Context: an optimization exercise on an open-source flow, tuned for small area, a short achievable clock period and few clock cycles. The choices shown serve that exercise and are no tape-out recipe.
In this exercise RTL edits were held to simulation tests only and were not proved equivalent to the original.
In every run shown here, the design's own scripts or RTL, not TritonCTS, make the clock network.
The flow treats the clock pin as an ideal source. Dropping or thinning the clock tree relies on that and would not hold on a real chip.
Power and IR drop assume default switching activity.

$ cat design/flow/config.mk
export PLATFORM = sky130hd
export DESIGN_NAME = cache_top
export DESIGN_NICKNAME = cache_top
export VERILOG_FILES = /design/flow/design.v
export SDC_FILE = /design/flow/constraint.sdc
export NUM_CORES = 4
export LEC_CHECK = 0
export ABC_AREA = 1
export ABC_CLOCK_PERIOD_IN_PS = 100000
export CAP_MARGIN = 20
export CORE_AREA = 3 3 61 61
export CTS_BUF_LIST = sky130_fd_sc_hd__clkbuf_1
export DIE_AREA = 0 0 64 64
export PLACE_DENSITY = 0.6
export SLEW_MARGIN = 20
$ cat design/flow/design.v
module cache_controller (
    input clk,
    input rst,
    input cs_cpu,
    output reg rdy
);
reg [1:0] cnt_n;
always @(posedge clk) begin
    cnt_n[0] <= !(cs_cpu && cnt_n[1]);
    cnt_n[1] <= cnt_n[0];
end
always @(posedge clk or posedge rst) begin
    if (rst)
        rdy <= 1'b0;
    else
        rdy <= cs_cpu && cnt_n[0] && !cnt_n[1];
end
endmodule
module cache_top #(
    parameter ADDR_WIDTH = 16,
    parameter ADDR_WIDTH_SRAM = 8,
    parameter DATA_WIDTH = 8,
    parameter DEPTH = 2**ADDR_WIDTH_SRAM
)(
    input clk,
    input rst,
    input [ADDR_WIDTH-1:0] Address_cpu,
    input wr_rd_cpu,
    input cs_cpu,
    input [DATA_WIDTH-1:0] DOut_cpu,
    output wire [DATA_WIDTH-1:0] din_cpu,
    output wire rdy_cpu,
    input [DATA_WIDTH-1:0] DOut_sdram,
    output wire [ADDR_WIDTH-1:0] Address_sdram,
    output wire wr_rd_sdram,
    output wire mstrb_sdram,
    output wire [DATA_WIDTH-1:0] din_sdram
);
    wire rdy;
    cache_controller controller (
        .clk(clk),
        .rst(rst),
        .cs_cpu(cs_cpu),
        .rdy(rdy)
    );
    assign rdy_cpu       = rdy;
    assign mstrb_sdram   = rdy;
    assign Address_sdram = Address_cpu;
    assign wr_rd_sdram   = wr_rd_cpu;
    assign din_sdram     = DOut_cpu;
    assign din_cpu       = DOut_sdram;
endmodule
$ cat design/flow/standard.sh
#!/bin/bash
# synth_recipe.tcl (not shown) runs the flow's synth.tcl, then flattens the netlist and writes it again
# the make line also repeats each setting of config.mk as NAME=value (left out here)
make -C /OpenROAD-flow-scripts/flow DESIGN_CONFIG=/design/flow/config.mk WORK_HOME=/design/flow/orfs CLKGATE_MAP_FILE= SYNTH_SCRIPT=/design/flow/synth_recipe.tcl "${@:-finish}"
$ cat design/flow/constraint.sdc
create_clock -name core_clock -period 10.0 [get_ports {clk}]
set_input_delay 2.0000 -clock core_clock [delete_from_list [all_inputs] [get_ports {clk}]]
set_output_delay 2.0000 -clock core_clock [all_outputs]
set_load 0.01 [all_outputs]
$ cat design/flow/flow/cts_one_buffer.tcl
# PRE_CTS_TCL hook: for a design this small (three registers, placed close
# together) the clock tree is a single clkbuf_1 between the clock port and
# every register clock pin, placed at the registers' centre. It stands in
# for TritonCTS, whose H-tree here is a root buffer and two leaf buffers.
# The rest of cts.tcl (legalization, timing repair) runs as usual.
rename clock_tree_synthesis tritoncts_clock_tree_synthesis
proc clock_tree_synthesis {args} {
  set block [ord::get_db_block]
  set clk_net [[$block findBTerm clk] getNet]
  set sinks [$clk_net getITerms]
  if {[llength $sinks] == 0 || [llength $sinks] > 8} {
    # not the design this hook is for: leave it to TritonCTS
    return [tritoncts_clock_tree_synthesis {*}$args]
  }
  set sx 0; set sy 0
  foreach it $sinks {
    set bb [[$it getInst] getBBox]
    set sx [expr {$sx + ([$bb xMin] + [$bb xMax]) / 2}]
    set sy [expr {$sy + ([$bb yMin] + [$bb yMax]) / 2}]
  }
  set n [llength $sinks]
  set master [[ord::get_db] findMaster sky130_fd_sc_hd__clkbuf_1]
  set buf [odb::dbInst_create $block $master clkbuf_0_clk]
  set leaf [odb::dbNet_create $block clknet_0_clk]
  $leaf setSigType CLOCK
  $clk_net setSigType CLOCK
  foreach it $sinks {
    $it disconnect
    $it connect $leaf
  }
  [$buf findITerm A] connect $clk_net
  [$buf findITerm X] connect $leaf
  $buf setLocation [expr {$sx / $n}] [expr {$sy / $n}]
  $buf setPlacementStatus PLACED
  set_propagated_clock [all_clocks]
  puts "cts_one_buffer: clkbuf_1 drives $n register clock pins"
}
$ cat design/flow/flow/run.sh
#!/bin/bash
# The standard layout (the standard.sh: ORFS synthesis to finish), with
# two changes: the port buffers are the platform's smallest buffer (buf_1)
# instead of the resizer's default pick, and the clock tree is one clkbuf_1
# (flow/cts_one_buffer.tcl). Make's full output goes to standard_make.log;
# each ORFS step keeps its own log under orfs/logs/.
set -euo pipefail
bash standard.sh \
  "BUFFER_PORTS_ARGS=-buffer_cell sky130_fd_sc_hd__buf_1" \
  "PRE_CTS_TCL=$PWD/flow/cts_one_buffer.tcl" \
  finish > standard_make.log 2>&1
==> out/metrics.csv, run 1 <==
metric;value;unit
post-synthesis cell type with the largest combined area;sky130_fd_sc_hd__buf_4;
antenna violations before repair;0;
total number of vias;105;
Worst VDD drop;0.0203;mV
width of the die;64;um
largest net degree at the start of global routing;4;
num rows;20;
Worst-Skew Late Latency;110;ps
average detailed-routed wire length per instance;8.80;um
fraction of power consumed by sequential logic;70.3;%
hpwl dp;430;um
setup slack of the most critical reg-to-reg path;9460;ps
mean instance size in the synthesized netlist;8.24;sq um
ant diodes;0;
count of antenna-violating nets left after detailed routing;0;
kind of end point of the critical path;primary output;
leakage dissipation;0.0487;nW
IO Port Bufs;4;
worst endpoint required time;8000;ps
top cells by area in the synthesized netlist;sky130_fd_sc_hd__buf_4 (76%), sky130_fd_sc_hd__dfxtp_1 (12%), sky130_fd_sc_hd__dfrtp_1 (7.4%);
Resized cells post-CTS;0;
Die Area;4100;sq um
cts hold-fix bufs;0;
fraction of power spent switching nets;20.1;%
number of hold violations in the final report;0;
cell count after synthesis;41;
Crit path arrival time;2000;ps
headroom to the max-slew limit;91.2;%
RSZ-0062 raised after global routing;false;
initial core utilization;10.8;%
post-CTS setup buffer count;0;
total negative slack;0;ps
wire length of the first global-routing pass;607;um
Final Critical Period;4000;ps
internal power;0.0150;mW
critical path type;input port to primary output;
final weighted congestion in routability-driven placement;0.541;
startpoint class of the critical path;input port;
fraction of post-synthesis cell area in the top cell type by area;75.6;%
maximum clock rate;250;MHz
ratio of final minimum period to clock period;40.0;%
I/O pin cnt;71;
Post-Route WL;493;um
Netlist Area Pre-Place;338;sq um
total number of yosys warnings;1;
leading cell type in the layout, fill and taps excluded;sky130_fd_sc_hd__buf_1;
max_cap viols;0;
initial drt markers;0;
core region area;3130;sq um
Nets;50;
PwrDens;120;nW/um^2
switching power summed over all nets;0.00378;mW
run status;timing/DRC/antenna clean;
Max Clock Skew;0.0873;ps
combinational power share;6.7;%
total routing usage reported by global routing;2.05;%
post-synthesis sequential area ratio;19.3;%
share of power burned in the clock network;23.0;%
layout cells sized above 1;8.33;%
synth-to-layout area growth;-53.7;%
maximum fanout encountered on the critical timing path;1;
total of flip-flops plus latches after synthesis;3;
most frequent cells in the layout;sky130_fd_sc_hd__buf_1 (4), sky130_fd_sc_hd__nand2_1 (2), sky130_fd_sc_hd__dfxtp_1 (2);
number of setup violations in the final report;0;
max-slew violation total from the final report;0;
drc violations;0;
number of iterations in the first detailed-routing pass;1;
per-cell via count in the routed design;1.88;
via count of the first global-routing pass;97;
number of distinct library cell variants in the gate-level netlist after synthesis;6;
GR Overflow Total;0;
Hold/Removal Path Class;flop to flop;
post-synth net total;77;
Chip Height;64;um
Worst Tran Pin Value;132;ps
Pwr Total;0.0188;mW
Clk pin slew, worst setup/hold paths;100;ps
[through the flow]
| stage | cell area [sq um] | hold WS [ps] | utilization (%) | std cells | setup WS (ps) |
|---|---|---|---|---|---|
| floorplan | 338 | 331 | - | 41 | 5880 |
| global placement | 153 | 338 | 4.88 | 55 | 6000 |
| detailed placement | 153 | 345 | 4.88 | 55 | 6000 |
| CTS | 156 | 365 | 5.00 | 56 | 6000 |
| global route | 156 | 377 | 5.00 | 56 | 6000 |
| finish | 156 | 363 | 5.00 | 56 | 6000 |
[cell usage after synthesis]
cell type	number
sky130_fd_sc_hd__buf_4	34
sky130_fd_sc_hd__dfxtp_1	2
sky130_fd_sc_hd__nand2_1	2
sky130_fd_sc_hd__dfrtp_1	1
sky130_fd_sc_hd__inv_1	1
sky130_fd_sc_hd__nor2_2	1
[layout make-up]
cell class / instances / area (sq um)
Inverter: 1 / 3.75
Fill cell: 373 / 2970
Buffer: 1 / 3.75
Sequential cell: 3 / 65.1
Timing Repair Buffer: 4 / 15.0
Multi-Input combinational cell: 3 / 13.8
Tap cell: 44 / 55.1
[sequential cells by signal, summed over array words and instances (netlist names)]
signal and cells:
controller.rdy 1, controller.cnt_n 2
[power by group through the flow]
stage	Clock (mW)	Combinational (mW)	Sequential (mW)
6_report	0.00432	0.00127	0.0132
5_1_grt	0.00520	0.00142	0.0133
4_1_cts	0.00449	0.00130	0.0132
3_5_place_dp	0	0.00128	0.0135
3_3_place_gp	0	0.00125	0.0134
2_1_floorplan	0	0.0144	0.0135
[cells by family (layout without fill, tap and decap cells)]
group                  count (synthesis)  after routing  synth area share, %
buffers and inverters                 35              6                 76.7
flip-flops                             3              3                 19.3
AND/OR/NAND/NOR                        3              3                 4.08
[metal layers]
metal / wire length (um) / share of wire (%) / track usage [%] / up-vias
met5: 0 / 0 / 0 / -
met4: 21 / 4.3 / 1.08 / 0
met3: 185 / 38 / 4.22 / 6
met2: 198 / 40 / 2.32 / 25
met1: 87 / 18 / 1.06 / 43
li1: - / - / - / 31
[final timing paths]
path,from,depth (start not counted),endpoint
max in group asynchronous,rst,2,controller.rdy$_DFF_PP0_
min in group asynchronous,rst,2,controller.rdy$_DFF_PP0_
worst min register to register,controller.cnt_n[0]$_DFF_P_,0,controller.cnt_n[1]$_DFF_P_
worst max-delay path,Address_cpu[2],0,Address_sdram[2]
worst max register to register,controller.cnt_n[0]$_DFF_P_,2,controller.rdy$_DFF_PP0_
worst min-delay path,controller.cnt_n[0]$_DFF_P_,0,controller.cnt_n[1]$_DFF_P_
Testbench counts, summed over its fixed seeds: cycles 16,000.
==> run 2, diff against run 1 <==
--- a/design/flow/config.mk
+++ b/design/flow/config.mk
@@ -5,8 +5,7 @@
 export SDC_FILE = /design/flow/constraint.sdc
 export NUM_CORES = 4
 export LEC_CHECK = 0
-export ABC_AREA = 1
-export ABC_CLOCK_PERIOD_IN_PS = 100000
+export ABC_AREA = 0
 export CAP_MARGIN = 20
 export CORE_AREA = 3 3 61 61
 export CTS_BUF_LIST = sky130_fd_sc_hd__clkbuf_1
==> out/metrics.csv, run 2 <==
metric;value;unit
run status;timing/DRC/antenna clean;
post-layout worst setup margin;6000;ps
via count of the first global-routing pass;94;
Pwr Total;0.0186;mW
post-synthesis cell type with the largest combined area;sky130_fd_sc_hd__buf_4;
count of flip-flops with a built-in enable after synthesis;0;
maximum fanout encountered on the critical timing path;1;
num rows;20;
number of setup violations in the final report;0;
Worst VDD drop;0.0272;mV
Die Area;4100;sq um
max-slew violation total from the final report;0;
Final Critical Period;4000;ps
number of flip-flops in the largest register;2;
Inst Count DP;54;
Post-Route WL;374;um
Worst-Skew Late Latency;110;ps
most common cell in the netlist;sky130_fd_sc_hd__buf_4;
maximum clock rate;250;MHz
Netlist Area Pre-Place;337;sq um
number of distinct library cell variants in the gate-level netlist after synthesis;6;
critical path type;input port to primary output;
wire length of the first global-routing pass;510;um
prevailing post-synth register cell;sky130_fd_sc_hd__dfxtp_1;
dpl ws;6000;ps
top cells by area in the synthesized netlist;sky130_fd_sc_hd__buf_4 (76%), sky130_fd_sc_hd__dfxtp_1 (12%), sky130_fd_sc_hd__dfrtp_1 (7.4%);
initial core utilization;10.8;%
GR Overflow Total;0;
ratio of final minimum period to clock period;40.0;%
Nets;49;
ant diodes;0;
headroom to the max-slew limit;90.7;%
cell count after synthesis;40;
per-cell via count in the routed design;1.84;
setup slack of the most critical reg-to-reg path;9400;ps
number of iterations in the first detailed-routing pass;1;
Clk pin slew, worst setup/hold paths;100;ps
final weighted congestion in routability-driven placement;0.594;
post-synth net total;76;
fraction of power spent switching nets;19.3;%
Chip Height;64;um
final standard cell count with taps included and fillers excluded;55;
mean instance size in the synthesized netlist;8.41;sq um
count of antenna-violating nets left after detailed routing;0;
switching power summed over all nets;0.00360;mW
synth-to-layout area growth;-53.9;%
fraction of post-synthesis cell area in the top cell type by area;75.8;%
kind of end point of the critical path;primary output;
leading cell type in the layout, fill and taps excluded;sky130_fd_sc_hd__buf_1;
width of the die;64;um
post-synthesis sequential area ratio;19.3;%
antenna violations before repair;0;
share of power burned in the clock network;23.6;%
max_cap viols;0;
Max Clock Skew;0.0207;ps
worst endpoint required time;8000;ps
largest net degree at the start of global routing;4;
total negative slack;0;ps
share of synthesized registers carrying an async set or reset;33.3;%
PwrDens;120;nW/um^2
startpoint class of the critical path;input port;
total of flip-flops plus latches after synthesis;3;
fraction of power consumed by sequential logic;70.3;%
initial drt markers;0;
leakage dissipation;0.0518;nW
RSZ-0062 raised after global routing;false;
Crit path arrival time;2000;ps
most frequent cells in the layout;sky130_fd_sc_hd__buf_1 (4), sky130_fd_sc_hd__dfxtp_1 (2);
layout cells sized above 1;0;%
Hold/Removal Path Class;flop to flop;
internal power;0.0150;mW
combinational power share;6.1;%
post-CTS setup buffer count;0;
Top Registers;controller.cnt_n: 2 flops, controller.rdy: 1 flops;
core region area;3130;sq um
Worst Tran Pin Value;140;ps
cts hold-fix bufs;0;
register bank with the most flops;controller.cnt_n;
Post-Route Hold Slack;364;ps
drc violations;0;
Resized cells post-CTS;0;
most frequent cells after synthesis;sky130_fd_sc_hd__buf_4 (34), sky130_fd_sc_hd__dfxtp_1 (2);
IO Port Bufs;4;
total number of yosys warnings;1;
I/O pin cnt;71;
total routing usage reported by global routing;1.54;%
total number of vias;101;
number of hold violations in the final report;0;
average detailed-routed wire length per instance;6.80;um
run 2: layer usage:
| metal | track usage (%) | wire length [um] |
|---|---|---|
| met1 | 0.844 | 80 |
| met2 | 1.68 | 135 |
| met3 | 2.46 | 112 |
| met4 | 1.89 | 46 |
| met5 | 0 | 0 |
run 2: area by class of cell:
cell class	count	area [sq um]
buffer	1	3.75
fill	367	2970
inverter	1	3.75
multi-input combinational	2	12.5
sequential	3	65.1
tap	44	55.1
timing repair buffer	4	15.0
run 2: final timing paths:
check,endpoint,cells after the start,from
hold reg to reg,controller.cnt_n[1]$_DFF_P_,0,controller.cnt_n[0]$_DFF_P_
max in group asynchronous,controller.rdy$_DFF_PP0_,2,rst
setup / recovery,Address_sdram[4],0,Address_cpu[4]
setup reg to reg,controller.rdy$_DFF_PP0_,1,controller.cnt_n[1]$_DFF_P_
hold / removal,controller.cnt_n[1]$_DFF_P_,0,controller.cnt_n[0]$_DFF_P_
min in group asynchronous,controller.rdy$_DFF_PP0_,2,rst
run 2: logic make-up after synthesis:
kind of cell  after synthesis  synth area share, %
flops                       3                 19.3
simple gates                2                 3.72
buf+inv                    35                 76.9
run 2: power groups by stage:
stage               clock, mW  sequential (mW)  combinational [mW]
detailed placement          0           0.0134             0.00119
CTS                   0.00446           0.0131             0.00119
finish                0.00440           0.0131             0.00114
global placement            0           0.0133             0.00117
global route          0.00510           0.0132             0.00127
floorplan                   0           0.0134              0.0143
run 2: metrics by stage:
| step | cell area, sq um | utilization [%] |
|---|---|---|
| 3_5_place_dp | 151 | 4.84 |
| 3_3_place_gp | 151 | 4.84 |
| 6_report | 155 | 4.96 |
| 5_1_grt | 155 | 4.96 |
| 4_1_cts | 155 | 4.96 |
| 2_1_floorplan | 337 | - |
==> run 3, diff against run 2 <==
==> design/flow/flow/run.sh (replaced) <==
#!/bin/bash
# The standard layout (the standard.sh: ORFS synthesis to finish), with
# three changes: the port buffers are the platform's smallest buffer (buf_1)
# instead of the resizer's default pick, and the clock tree is one clkbuf_1
# (flow/cts_one_buffer.tcl), and gates ABC mapped at drive strength 2 go
# back to strength 1 (flow/downsize.tcl). Make's full output goes to standard_make.log;
# each ORFS step keeps its own log under orfs/logs/.
set -euo pipefail
bash standard.sh \
  "BUFFER_PORTS_ARGS=-buffer_cell sky130_fd_sc_hd__buf_1" \
  "PRE_CTS_TCL=$PWD/flow/cts_one_buffer.tcl" \
  "POST_FLOORPLAN_TCL=$PWD/flow/downsize.tcl" \
  finish > standard_make.log 2>&1
==> design/flow/flow/downsize.tcl (new file) <==
# POST_FLOORPLAN hook: area recovery on the synthesized netlist. ABC maps
# some logic gates at drive strength 2 where strength 1 does (every path in
# this design has several ns of slack); swap each such combinational gate
# for the strength-1 cell of the same function. Registers, buffers and
# clock cells are left alone; later repair steps may still upsize.
set n_swapped 0
foreach inst [[ord::get_db_block] getInsts] {
  set m [[$inst getMaster] getName]
  if {![regexp {^sky130_fd_sc_hd__((?:nand|nor|and|or|inv|xor|xnor|a|o)[0-9a-z_]*?)_([2-9]|1[0-9])$} $m -> base drive]} continue
  set small "sky130_fd_sc_hd__${base}_1"
  if {[[ord::get_db] findMaster $small] eq "NULL"} continue
  replace_cell [$inst getName] $small
  puts "downsize: [$inst getName] $m -> $small"
  incr n_swapped
}
puts "downsize: $n_swapped gates swapped"
--- a/design/flow/config.mk
+++ b/design/flow/config.mk
@@ -5,7 +5,7 @@
 export SDC_FILE = /design/flow/constraint.sdc
 export NUM_CORES = 4
 export LEC_CHECK = 0
-export ABC_AREA = 0
+export ABC_AREA = 1
 export CAP_MARGIN = 20
 export CORE_AREA = 3 3 61 61
 export CTS_BUF_LIST = sky130_fd_sc_hd__clkbuf_1
==> out/metrics.csv, run 3 <==
metric;value;unit
drc violations;0;
Worst VDD drop;0.0348;mV
Post-Route WL;431;um
startpoint of the most critical register-to-register path;controller.cnt_n[0]$_DFF_P_;
num rows;20;
Final Critical Period;4000;ps
Sequential cell area;65.1;sq um
antenna violations before repair;0;
fraction of the mapped netlist area in compound gates;0;%
simple-gate area share of the yosys netlist;4.07;%
max-slew violation total from the final report;0;
Worst Tran Pin Value;132;ps
number of hold violations in the final report;0;
total number of yosys warnings;1;
maximum clock rate;250;MHz
Worst Min Path Start;controller.cnt_n[0]$_DFF_P_;
Clk pin slew, worst setup/hold paths;110;ps
leakage dissipation;0.0488;nW
cell count after synthesis;41;
total of flip-flops plus latches after synthesis;3;
total negative slack;0;ps
number of flip-flops in the largest register;2;
area share of fa/ha/maj cells after synthesis;0;%
wire length of the first global-routing pass;489;um
worst reg2reg path depth;2;
IO Port Bufs;4;
average detailed-routed wire length per instance;7.70;um
mean instance size in the synthesized netlist;8.24;sq um
proportion of synthesized area in mux cells;0;%
number of iterations in the first detailed-routing pass;3;
RSZ-0062 raised after global routing;false;
ratio of final minimum period to clock period;40.0;%
initial drt markers;1;
Hold/Removal Path Class;flop to flop;
area of combinational cells with multiple inputs;11.3;sq um
headroom to the max-slew limit;91.2;%
post-synthesis sequential area ratio;19.3;%
top cells by area in the synthesized netlist;sky130_fd_sc_hd__buf_4 (76%), sky130_fd_sc_hd__dfxtp_1 (12%), sky130_fd_sc_hd__dfrtp_1 (7.4%);
maximum fanout encountered on the critical timing path;1;
worst endpoint required time;8000;ps
run status;timing/DRC/antenna clean;
count of antenna-violating nets left after detailed routing;0;
post-synthesis cell type with the largest combined area;sky130_fd_sc_hd__buf_4;
worst hold endpoint;controller.cnt_n[1]$_DFF_P_;
number of setup violations in the final report;0;
kind of end point of the critical path;primary output;
final standard cell count with taps included and fillers excluded;56;
critical path type;input port to primary output;
cts hold-fix bufs;0;
prevailing post-synth register cell;sky130_fd_sc_hd__dfxtp_1;
core region area;3130;sq um
number of distinct library cell variants in the gate-level netlist after synthesis;6;
combinational family with the most area after synthesis;buffers and inverters;
most frequent cells after synthesis;sky130_fd_sc_hd__buf_4 (34), sky130_fd_sc_hd__dfxtp_1 (2), sky130_fd_sc_hd__nand2_1 (2);
Worst-Skew Late Latency;110;ps
total number of vias;110;
Die Area;4100;sq um
leading cell type in the layout, fill and taps excluded;sky130_fd_sc_hd__buf_1;
Inst Count DP;55;
Max Clock Skew;0.0524;ps
destination of the worst register-to-register timing path;controller.rdy$_DFF_PP0_;
total routing usage reported by global routing;1.61;%
post-CTS setup buffer count;0;
layout cells sized above 1;0;%
count of flip-flops with a built-in enable after synthesis;0;
Netlist Area Pre-Place;338;sq um
max_cap viols;0;
Crit path arrival time;2000;ps
PwrDens;122;nW/um^2
startpoint class of the critical path;input port;
share of synthesized registers carrying an async set or reset;33.3;%
final weighted congestion in routability-driven placement;0.500;
Pwr Total;0.0187;mW
post-synth net total;77;
GR Overflow Total;0;
# fillers;371;
width of the die;64;um
fraction of post-synthesis cell area in the top cell type by area;75.6;%
synth-to-layout area growth;-54.4;%
I/O pin cnt;71;
initial core utilization;10.8;%
most frequent cells in the layout;sky130_fd_sc_hd__buf_1 (4), sky130_fd_sc_hd__nand2_1 (2), sky130_fd_sc_hd__dfxtp_1 (2);
Chip Height;64;um
setup slack of the most critical reg-to-reg path;9470;ps
most common cell in the netlist;sky130_fd_sc_hd__buf_4;
per-cell via count in the routed design;1.96;
worst hold path cell count;0;
Resized cells post-CTS;0;
ant diodes;0;
largest net degree at the start of global routing;4;
XOR/XNOR Fraction of Synth Area;0;%
register bank with the most flops;controller.cnt_n;
Top Registers;controller.cnt_n: 2 flops, controller.rdy: 1 flops;
via count of the first global-routing pass;73;
Stages on worst setup path;0;
Nets;50;
-- run 3: changes by cell type after synthesis, sizes merged --
cell,previous run,this run
and3b,1,0
nand2,1,2
nor2,0,1
-- run 3: how the worst max path moves through the flow --
| stage | slack [ps] | endpoint | start |
|---|---|---|---|
| after floorplan | 5880 | Address_sdram[0] | Address_cpu[0] |
| after global placement | 6000 | din_sdram[3] | DOut_cpu[3] |
| after detailed placement | 6000 | din_sdram[3] | DOut_cpu[3] |
| after CTS | 6000 | din_sdram[3] | DOut_cpu[3] |
| after global routing | 6000 | Address_sdram[11] | Address_cpu[11] |
| final | 6000 | din_sdram[3] | DOut_cpu[3] |
-- run 3: layout make-up --
class | count | area share, %
tap | 44 | 35.8
sequential | 3 | 42.3
timing repair buffer | 4 | 9.76
buffer | 1 | 2.44
multi-input combinational | 3 | 7.32
inverter | 1 | 2.44
-- run 3: power breakdown --
part | switching, mW | internal (mW)
logic | 0.000663 | 0.000493
registers | 0.000417 | 0.0128
clock network | 0.00268 | 0.00173
total | 0.00376 | 0.0150
-- run 3: kinds of logic (layout without fill, tap and decap cells) --
kind of cell           count (synthesis)  after routing
AND/OR/NAND/NOR                        3              3
flip-flops                             3              3
buffers and inverters                 35              6
-- run 3: through the flow --
| stage | hold slack, ps | util (%) | cell area (sq um) | setup WS (ps) |
|---|---|---|---|---|
| after floorplan | 331 | - | 338 | 5880 |
| after detailed placement | 351 | 4.80 | 150 | 6000 |
| final | 367 | 4.92 | 154 | 6000 |
| after global placement | 340 | 4.80 | 150 | 6000 |
| after global routing | 387 | 4.92 | 154 | 6000 |
| after CTS | 367 | 4.92 | 154 | 6000 |
-- run 3: per-layer routing --
| metal | global-route usage, % | up-vias | wire [um] | share of wire (%) |
|---|---|---|---|---|
| met2 | 1.55 | 30 | 140 | 32 |
| met3 | 3.51 | 2 | 177 | 41 |
| met5 | 0 | - | 0 | 0 |
| met1 | 1.16 | 48 | 109 | 25 |
| li1 | - | 30 | - | - |
| met4 | 0.270 | 0 | 4 | 0.93 |
==> run 4, diff against run 3 <==
==> design/flow/flow/run.sh (replaced) <==
#!/bin/bash
# The standard layout (the standard.sh: ORFS synthesis to finish), with
# three changes: the port buffers are the platform's smallest buffer (buf_1)
# instead of the resizer's default pick; the clock tree is one clkbuf_1
# (flow/cts_one_buffer.tcl); and gates ABC mapped at drive strength 2 go
# back to strength 1 (flow/downsize.tcl). Make's full output goes to
# standard_make.log; each ORFS step keeps its own log under orfs/logs/.
set -euo pipefail
bash standard.sh \
  "BUFFER_PORTS_ARGS=-buffer_cell sky130_fd_sc_hd__buf_1" \
  "PRE_CTS_TCL=$PWD/flow/cts_one_buffer.tcl" \
  "POST_FLOORPLAN_TCL=$PWD/flow/downsize.tcl" \
  finish > standard_make.log 2>&1
==> out/metrics.csv, run 4 <==
metric;value;unit
Hold/Removal Path Class;flop to flop;
max-slew violation total from the final report;0;
most frequent cells after synthesis;sky130_fd_sc_hd__buf_4 (34), sky130_fd_sc_hd__dfxtp_1 (2), sky130_fd_sc_hd__nand2_1 (2);
number of hold violations in the final report;0;
max_cap viols;0;
Top Registers;controller.cnt_n: 2 flops, controller.rdy: 1 flops;
startpoint class of the critical path;input port;
total of flip-flops plus latches after synthesis;3;
post-detailed-placement cell area;150;sq um
PwrDens;122;nW/um^2
initial drt markers;1;
Inst Count DP;55;
post-synth net total;77;
antenna violations before repair;0;
fraction of post-synthesis cell area in the top cell type by area;75.6;%
share of synthesized registers carrying an async set or reset;33.3;%
number of iterations in the first detailed-routing pass;3;
Resized cells post-CTS;0;
total routing usage reported by global routing;1.61;%
final weighted congestion in routability-driven placement;0.500;
via count of the first global-routing pass;73;
total negative slack;0;ps
cell count after synthesis;41;
mean instance size in the synthesized netlist;8.24;sq um
Max Clock Skew;0.0524;ps
Pwr Total;0.0187;mW
DR top layer;met4;
met2 routed WL;140;um
Worst Min Path Start;controller.cnt_n[0]$_DFF_P_;
worst endpoint required time;8000;ps
headroom to the max-slew limit;91.2;%
startpoint of the most critical register-to-register path;controller.cnt_n[0]$_DFF_P_;
prevailing post-synth register cell;sky130_fd_sc_hd__dfxtp_1;
initial core utilization;10.8;%
final standard cell count with taps included and fillers excluded;56;
Netlist Area Pre-Place;338;sq um
total number of vias;110;
core region area;3130;sq um
Post-Route WL;431;um
post-synthesis cell type with the largest combined area;sky130_fd_sc_hd__buf_4;
worst reg2reg path depth;2;
Stages on worst setup path;0;
leakage dissipation;0.0488;nW
Post-Route Hold Slack;367;ps
kind of end point of the critical path;primary output;
IO Port Bufs;4;
per-cell via count in the routed design;1.96;
Crit path arrival time;2000;ps
Nets;50;
post-synthesis sequential area ratio;19.3;%
Clk pin slew, worst setup/hold paths;110;ps
critical path type;input port to primary output;
maximum clock rate;250;MHz
ratio of final minimum period to clock period;40.0;%
leading cell type in the layout, fill and taps excluded;sky130_fd_sc_hd__buf_1;
drc violations;0;
count of flip-flops with a built-in enable after synthesis;0;
destination of the worst register-to-register timing path;controller.rdy$_DFF_PP0_;
wire length of the first global-routing pass;489;um
most common cell in the netlist;sky130_fd_sc_hd__buf_4;
Final Critical Period;4000;ps
Chip Height;64;um
cts hold-fix bufs;0;
layout cells sized above 1;0;%
total number of yosys warnings;1;
Worst VDD drop;0.0348;mV
top cells by area in the synthesized netlist;sky130_fd_sc_hd__buf_4 (76%), sky130_fd_sc_hd__dfxtp_1 (12%), sky130_fd_sc_hd__dfrtp_1 (7.4%);
maximum fanout encountered on the critical timing path;1;
RSZ-0062 raised after global routing;false;
run status;timing/DRC/antenna clean;
dpl ws;6000;ps
number of setup violations in the final report;0;
Die Area;4100;sq um
width of the die;64;um
worst hold path cell count;0;
most frequent cells in the layout;sky130_fd_sc_hd__buf_1 (4), sky130_fd_sc_hd__nand2_1 (2), sky130_fd_sc_hd__dfxtp_1 (2);
GR Overflow Total;0;
num rows;20;
number of distinct library cell variants in the gate-level netlist after synthesis;6;
final core occ;4.92;%
total met3 wirelength after detailed routing;177;um
post-CTS setup buffer count;0;
post-layout worst setup margin;6000;ps
register bank with the most flops;controller.cnt_n;
worst hold endpoint;controller.cnt_n[1]$_DFF_P_;
cell area after layout;154;sq um
Worst Tran Pin Value;132;ps
setup slack of the most critical reg-to-reg path;9470;ps
number of flip-flops in the largest register;2;
ant diodes;0;
largest net degree at the start of global routing;4;
met1 layer wirelength in the final routing;109;um
count of antenna-violating nets left after detailed routing;0;
average detailed-routed wire length per instance;7.70;um
I/O pin cnt;71;
synth-to-layout area growth;-54.4;%
Worst-Skew Late Latency;110;ps
## run 4: cell type report
class / count / area (sq um)
fill: 371 / 2970
inverter: 1 / 3.75
buffer: 1 / 3.75
sequential: 3 / 65.1
multi-input combinational: 3 / 11.3
tap: 44 / 55.1
timing repair buffer: 4 / 15.0
## run 4: routing by layer
metal / vias to the layer above / GRT usage (%)
met5: - / 0
met4: 0 / 0.270
met3: 2 / 3.51
met2: 30 / 1.55
met1: 48 / 1.16
li1: 30 / -
## run 4: power by group
part | total (mW) | switching [mW] | internal (mW)
clock | 0.00441 | 0.00268 | 0.00173
combinational | 0.00116 | 0.000663 | 0.000493
sequential | 0.0132 | 0.000417 | 0.0128
total | 0.0187 | 0.00376 | 0.0150
## run 4: worst max-delay path by stage
stage                    start                end  slack [ps]
5_1_grt        Address_cpu[11]  Address_sdram[11]        6000
2_1_floorplan   Address_cpu[0]   Address_sdram[0]        5880
3_5_place_dp       DOut_cpu[3]       din_sdram[3]        6000
3_3_place_gp       DOut_cpu[3]       din_sdram[3]        6000
4_1_cts            DOut_cpu[3]       din_sdram[3]        6000
6_report           DOut_cpu[3]       din_sdram[3]        6000
## run 4: kinds of logic after synthesis
logic type / synth area share, %
simple gates: 4.08
buf+inv: 76.7
flops: 19.3
==> run 5, diff against run 4 <==
--- a/design/flow/design.v
+++ b/design/flow/design.v
@@ -4,16 +4,15 @@
     input cs_cpu,
     output reg rdy
 );
-reg [1:0] cnt_n;
-always @(posedge clk) begin
-    cnt_n[0] <= !(cs_cpu && cnt_n[1]);
-    cnt_n[1] <= cnt_n[0];
-end
+reg cs_q;    
 always @(posedge clk or posedge rst) begin
-    if (rst)
+    if (rst) begin
+        cs_q <= 1'b0;
         rdy <= 1'b0;
-    else
-        rdy <= cs_cpu && cnt_n[0] && !cnt_n[1];
+    end else begin
+        cs_q <= cs_cpu;
+        rdy <= cs_q && !cs_cpu;
+    end
 end
 endmodule
 module cache_top #(
==> out/metrics.csv, run 5 <==
metric;value;unit
GR Overflow Total;0;
combinational power share;9.1;%
Worst VDD drop;0.0157;mV
area of combinational cells with multiple inputs;3.75;sq um
final standard cell count with taps included and fillers excluded;54;
worst endpoint required time;8000;ps
total negative slack;0;ps
leading cell type in the layout, fill and taps excluded;sky130_fd_sc_hd__buf_1;
Worst Tran Pin Value;141;ps
ratio of final minimum period to clock period;40.0;%
most frequent cells in the layout;sky130_fd_sc_hd__buf_1 (4), sky130_fd_sc_hd__inv_1 (2), sky130_fd_sc_hd__dfrtp_1 (2), sky130_fd_sc_hd__nor2_1 (1), sky130_fd_sc_hd__clkbuf_1 (1);
total met3 wirelength after detailed routing;173;um
total number of vias;91;
drc violations;0;
I/O pin cnt;71;
Post-Route Hold Slack;484;ps
# fillers;377;
number of distinct library cell variants in the gate-level netlist after synthesis;4;
number of setup violations in the final report;0;
RSZ-0062 raised after global routing;false;
via count of the first global-routing pass;84;
post-synth net total;75;
fraction of power spent switching nets;19.3;%
post-CTS setup buffer count;0;
Chip Height;64;um
area share of fa/ha/maj cells after synthesis;0;%
final weighted congestion in routability-driven placement;0.487;
combinational family with the most area after synthesis;buffers and inverters;
internal power;0.0107;mW
XOR/XNOR Fraction of Synth Area;0;%
Final Critical Period;4000;ps
fraction of post-synthesis cell area in the top cell type by area;80.0;%
maximum fanout encountered on the critical timing path;1;
Post-Route WL;397;um
Clk pin slew, worst setup/hold paths;70;ps
synth-to-layout area growth;-57.6;%
post-detailed-placement cell area;131;sq um
met2 routed WL;137;um
post-synthesis sequential area ratio;15.7;%
proportion of synthesized area in mux cells;0;%
kind of end point of the critical path;primary output;
headroom to the max-slew limit;90.7;%
Netlist Area Pre-Place;319;sq um
mean instance size in the synthesized netlist;8.18;sq um
number of iterations in the first detailed-routing pass;1;
switching power summed over all nets;0.00256;mW
prevailing post-synth register cell;sky130_fd_sc_hd__dfrtp_1;
layout cells sized above 1;0;%
max_cap viols;0;
cell area after layout;135;sq um
simple-gate area share of the yosys netlist;1.96;%
top cells by area in the synthesized netlist;sky130_fd_sc_hd__buf_4 (80%), sky130_fd_sc_hd__dfrtp_1 (16%), sky130_fd_sc_hd__inv_1 (2.4%);
cts hold-fix bufs;0;
IO Port Bufs;4;
initial core utilization;10.2;%
count of flip-flops with a built-in enable after synthesis;0;
final core occ;4.32;%
antenna violations before repair;0;
number of hold violations in the final report;0;
cell count after synthesis;39;
met1 layer wirelength in the final routing;86;um
most frequent cells after synthesis;sky130_fd_sc_hd__buf_4 (34), sky130_fd_sc_hd__dfrtp_1 (2), sky130_fd_sc_hd__inv_1 (2);
startpoint class of the critical path;input port;
PwrDens;98.0;nW/um^2
total number of yosys warnings;1;
Nets;48;
share of synthesized registers carrying an async set or reset;100;%
ant diodes;0;
average detailed-routed wire length per instance;7.35;um
Inst Count DP;53;
num rows;20;
maximum clock rate;250;MHz
core region area;3130;sq um
Die Area;4100;sq um
post-synthesis cell type with the largest combined area;sky130_fd_sc_hd__buf_4;
largest net degree at the start of global routing;3;
fraction of the mapped netlist area in compound gates;0;%
Crit path arrival time;2000;ps
share of power burned in the clock network;25.7;%
DR top layer;met3;
most common cell in the netlist;sky130_fd_sc_hd__buf_4;
Resized cells post-CTS;0;
Hold/Removal Path Class;flop to flop;
wire length of the first global-routing pass;503;um
width of the die;64;um
fraction of power consumed by sequential logic;65.3;%
Sequential cell area;50.0;sq um
Top Registers;controller.cs_q: 1 flops, controller.rdy: 1 flops;
leakage dissipation;0.0431;nW
total routing usage reported by global routing;1.61;%
count of antenna-violating nets left after detailed routing;0;
critical path type;input port to primary output;
max-slew violation total from the final report;0;
run status;timing/DRC/antenna clean;
total of flip-flops plus latches after synthesis;2;
per-cell via count in the routed design;1.69;
Worst-Skew Late Latency;80;ps
Max Clock Skew;0.0326;ps
initial drt markers;0;
## run 5: changes by cell type after synthesis
cell and delta:
sky130_fd_sc_hd__dfrtp_1 +1, sky130_fd_sc_hd__dfxtp_1 -2, sky130_fd_sc_hd__nand2_1 -2, sky130_fd_sc_hd__inv_1 +1
## run 5: final timing paths
check | from | to | slack, ps | cells after the start
setup reg to reg | controller.cs_q$_DFF_PP0_ | controller.rdy$_DFF_PP0_ | 9440 | 2
max in group asynchronous | rst | controller.rdy$_DFF_PP0_ | 8170 | 2
hold / removal | controller.cs_q$_DFF_PP0_ | controller.rdy$_DFF_PP0_ | 480 | 2
min in group asynchronous | rst | controller.cs_q$_DFF_PP0_ | 1720 | 2
hold reg to reg | controller.cs_q$_DFF_PP0_ | controller.rdy$_DFF_PP0_ | 480 | 2
setup / recovery | Address_cpu[2] | Address_sdram[2] | 6000 | 0
## run 5: power groups by stage
stage / Combinational [mW] / Sequential [mW] / Clock, mW
5_1_grt: 0.00136 / 0.00867 / 0.00386
6_report: 0.00120 / 0.00865 / 0.00340
3_5_place_dp: 0.00122 / 0.00879 / 0
2_1_floorplan: 0.0144 / 0.00890 / 0
4_1_cts: 0.00123 / 0.00864 / 0.00370
3_3_place_gp: 0.00116 / 0.00880 / 0
## run 5: layout make-up
type,count,share of cell area [%]
tap,44,40.7
sequential,2,37.0
timing repair buffer,4,11.1
inverter,2,5.56
multi-input combinational,1,2.78
buffer,1,2.78
## run 5: through the flow
stage / worst slack, ps / power [mW]
after floorplan: 5880 / 0.0233
after detailed placement: 6000 / 0.0100
after global placement: 6000 / 0.00996
after CTS: 6000 / 0.0136
after global routing: 6000 / 0.0139
final: 6000 / 0.0132
## run 5: kinds of logic (layout without fill, tap and decap cells)
| family | count (synthesis) | in the layout |
|---|---|---|
| and+or+nand+nor | 1 | 1 |
| DFF | 2 | 2 |
| buffers and inverters | 36 | 7 |
## run 5: routing by layer
metal  vias up  global-route usage, %
li1         24                      -
met1        41                  0.948
met2        26                   1.29
met3         0                   3.87
met4         0                  0.809
met5         -                      0
Testbench counts of run 5, summed over its fixed seeds: cycles 19,200.
==> run 6, diff against run 5 <==
--- a/design/flow/config.mk
+++ b/design/flow/config.mk
@@ -5,7 +5,7 @@
 export SDC_FILE = /design/flow/constraint.sdc
 export NUM_CORES = 4
 export LEC_CHECK = 0
-export ABC_AREA = 1
+export ABC_AREA = 0
 export CAP_MARGIN = 20
 export CORE_AREA = 3 3 61 61
 export CTS_BUF_LIST = sky130_fd_sc_hd__clkbuf_1
==> out/metrics.csv, run 6 <==
metric;value;unit
run status;timing/DRC/antenna clean;
leading cell type in the layout, fill and taps excluded;sky130_fd_sc_hd__buf_1;
Worst Tran Pin Value;137;ps
Worst Min Path Start;controller.cs_q$_DFF_PP0_;
combinational power share;8.5;%
num rows;20;
Hold/Removal Path Class;flop to flop;
initial drt markers;0;
Resized cells post-CTS;0;
PwrDens;99.4;nW/um^2
maximum fanout encountered on the critical timing path;1;
number of distinct library cell variants in the gate-level netlist after synthesis;4;
Post-Route Hold Slack;481;ps
Post-Route WL;348;um
post-synthesis cell type with the largest combined area;sky130_fd_sc_hd__buf_4;
post-detailed-placement cell area;130;sq um
Max Clock Skew;0.0139;ps
maximum clock rate;250;MHz
Die Area;4100;sq um
critical path type;input port to primary output;
width of the die;64;um
per-cell via count in the routed design;1.68;
startpoint class of the critical path;input port;
ant diodes;0;
count of flip-flops with a built-in enable after synthesis;0;
cell count after synthesis;38;
IO Port Bufs;4;
final core occ;4.28;%
cts hold-fix bufs;0;
wire length of the first global-routing pass;489;um
headroom to the max-slew limit;90.9;%
number of setup violations in the final report;0;
most frequent cells after synthesis;sky130_fd_sc_hd__buf_4 (34), sky130_fd_sc_hd__dfrtp_1 (2), sky130_fd_sc_hd__inv_1 (1), sky130_fd_sc_hd__nor2b_4 (1);
Critical path origin;DOut_cpu[3];
Nets;47;
layout cells sized above 1;0;%
# fillers;374;
RSZ-0062 raised after global routing;false;
startpoint of the most critical register-to-register path;controller.cs_q$_DFF_PP0_;
Worst VDD drop;0.0133;mV
fraction of power consumed by sequential logic;65.0;%
Clk pin slew, worst setup/hold paths;70;ps
kind of end point of the critical path;primary output;
Worst-Skew Late Latency;90;ps
max_cap viols;0;
GR Overflow Total;0;
cell area after layout;134;sq um
average detailed-routed wire length per instance;6.57;um
number of hold violations in the final report;0;
I/O pin cnt;71;
total number of vias;89;
Top Registers;controller.cs_q: 1 flops, controller.rdy: 1 flops;
mean instance size in the synthesized netlist;8.50;sq um
max-slew violation total from the final report;0;
post-synth net total;74;
internal power;0.0107;mW
total routing usage reported by global routing;1.50;%
Pwr Total;0.0133;mW
number of iterations in the first detailed-routing pass;1;
largest net degree at the start of global routing;3;
leakage dissipation;0.0380;nW
prevailing post-synth register cell;sky130_fd_sc_hd__dfrtp_1;
ratio of final minimum period to clock period;40.0;%
antenna violations before repair;0;
total of flip-flops plus latches after synthesis;2;
final weighted congestion in routability-driven placement;0.534;
fraction of post-synthesis cell area in the top cell type by area;79.1;%
total negative slack;0;ps
worst endpoint required time;8000;ps
share of synthesized registers carrying an async set or reset;100;%
Netlist Area Pre-Place;323;sq um
total number of yosys warnings;1;
post-CTS setup buffer count;0;
switching power summed over all nets;0.00260;mW
share of power burned in the clock network;26.5;%
Final Critical Period;4000;ps
Crit path arrival time;2000;ps
post-synthesis sequential area ratio;15.5;%
most common cell in the netlist;sky130_fd_sc_hd__buf_4;
most frequent cells in the layout;sky130_fd_sc_hd__buf_1 (4), sky130_fd_sc_hd__dfrtp_1 (2), sky130_fd_sc_hd__inv_1 (1), sky130_fd_sc_hd__nor2b_1 (1), sky130_fd_sc_hd__clkbuf_1 (1);
fraction of power spent switching nets;19.5;%
via count of the first global-routing pass;89;
count of antenna-violating nets left after detailed routing;0;
top cells by area in the synthesized netlist;sky130_fd_sc_hd__buf_4 (79%), sky130_fd_sc_hd__dfrtp_1 (16%), sky130_fd_sc_hd__nor2b_4 (4.3%);
drc violations;0;
Chip Height;64;um
core region area;3130;sq um
initial core utilization;10.3;%
synth-to-layout area growth;-58.5;%
-- run 6: cell types whose count changed in the layout (fill, tap and decap cells not counted) --
cell,delta
sky130_fd_sc_hd__inv_1,-1
sky130_fd_sc_hd__nor2_1,-1
sky130_fd_sc_hd__nor2b_1,+1
-- run 6: power groups by stage --
stage | Clock, mW | Sequential [mW] | Combinational [mW]
floorplan | 0 | 0.00890 | 0.0145
global placement | 0 | 0.00877 | 0.00113
detailed placement | 0 | 0.00878 | 0.00118
CTS | 0.00360 | 0.00864 | 0.00118
global route | 0.00429 | 0.00869 | 0.00129
finish | 0.00353 | 0.00865 | 0.00113
-- run 6: final timing paths --
| kind | slack, ps | cells past startpoint | endpoint |
|---|---|---|---|
| worst max-delay path | 6000 | 0 | din_sdram[3] |
| worst min-delay path | 480 | 1 | controller.rdy$_DFF_PP0_ |
| worst max register to register | 9410 | 1 | controller.rdy$_DFF_PP0_ |
| worst min register to register | 480 | 1 | controller.rdy$_DFF_PP0_ |
| max in group asynchronous | 8180 | 2 | controller.cs_q$_DFF_PP0_ |
| min in group asynchronous | 1720 | 2 | controller.cs_q$_DFF_PP0_ |
-- run 6: cells by family (layout without fill, tap and decap cells) --
family	count (synthesis)	count (layout)	synth area share, %
and+or+nand+nor	1	1	4.26
buffers and inverters	35	6	80.2
DFF	2	2	15.5
-- run 6: per-layer routing --
layer | vias up | wire (um) | global-route usage [%] | share of wire, %
met5 | - | 0 | 0 | 0
met1 | 40 | 55 | 0.421 | 16
met4 | 0 | 29 | 2.16 | 8.3
met2 | 22 | 134 | 1.81 | 39
li1 | 21 | - | - | -
met3 | 6 | 128 | 2.64 | 37
-- run 6: stage by stage --
stage	std cells	setup WS (ps)
finish	53	6000
floorplan	38	5880
detailed placement	52	6000
global placement	52	6000
CTS	53	6000
global route	53	6000
-- run 6: final cells by class --
cell class / count / area, sq um / area share, %
buffer: 1 / 3.75 / 2.80
sequential: 2 / 50.0 / 37.4
inverter: 1 / 3.75 / 2.80
timing repair buffer: 4 / 15.0 / 11.2
tap: 44 / 55.1 / 41.1
multi-input combinational: 1 / 6.26 / 4.67

[static timing again, ports no longer ideal]
The flow's constraints put no driver on any port. The routed layouts listed below were extracted and timed again, unchanged, in two steps.
Step 1 sets driving cells, clkbuf_16 on the clock port and buf_2 on the other inputs (assumed; they add their load-dependent delay and slew).
Step 2 moves the port delays by t, midway between the first and last clock arrival at a register: inputs arrive t later, outputs are due t later. That takes back most of the time a late clock gives input paths.
a / b / c = ideal ports / drivers / drivers and shift; a / b = the first two.
| run | t (ns) | setup WS [ns] | worst setup path at the end | slew at the worst register clock pin (ns) | pins driven straight from the clock port |
|---|---|---|---|---|---|
| run 1 | 0.124 | 5.999 / 5.928 / 5.928 | input to output | 0.10 / 0.10 | 1 |
| run 2 | 0.124 | 6.000 / 5.940 / 5.940 | input to output | 0.10 / 0.10 | 1 |
| run 3 | 0.124 | 6.000 / 5.935 / 5.935 | input to output | 0.11 / 0.11 | 1 |
| run 4 | 0.124 | 6.000 / 5.935 / 5.935 | input to output | 0.11 / 0.11 | 1 |
| run 5 | 0.104 | 6.000 / 5.942 / 5.942 | input to output | 0.07 / 0.07 | 1 |
| run 6 | 0.104 | 6.000 / 5.942 / 5.942 | input to output | 0.07 / 0.07 | 1 |
After both steps setup and hold are still met in every run listed. For run 1, which loses most, drivers alone change the setup slack by -0.071 ns; drivers and shift together by -0.071 ns.
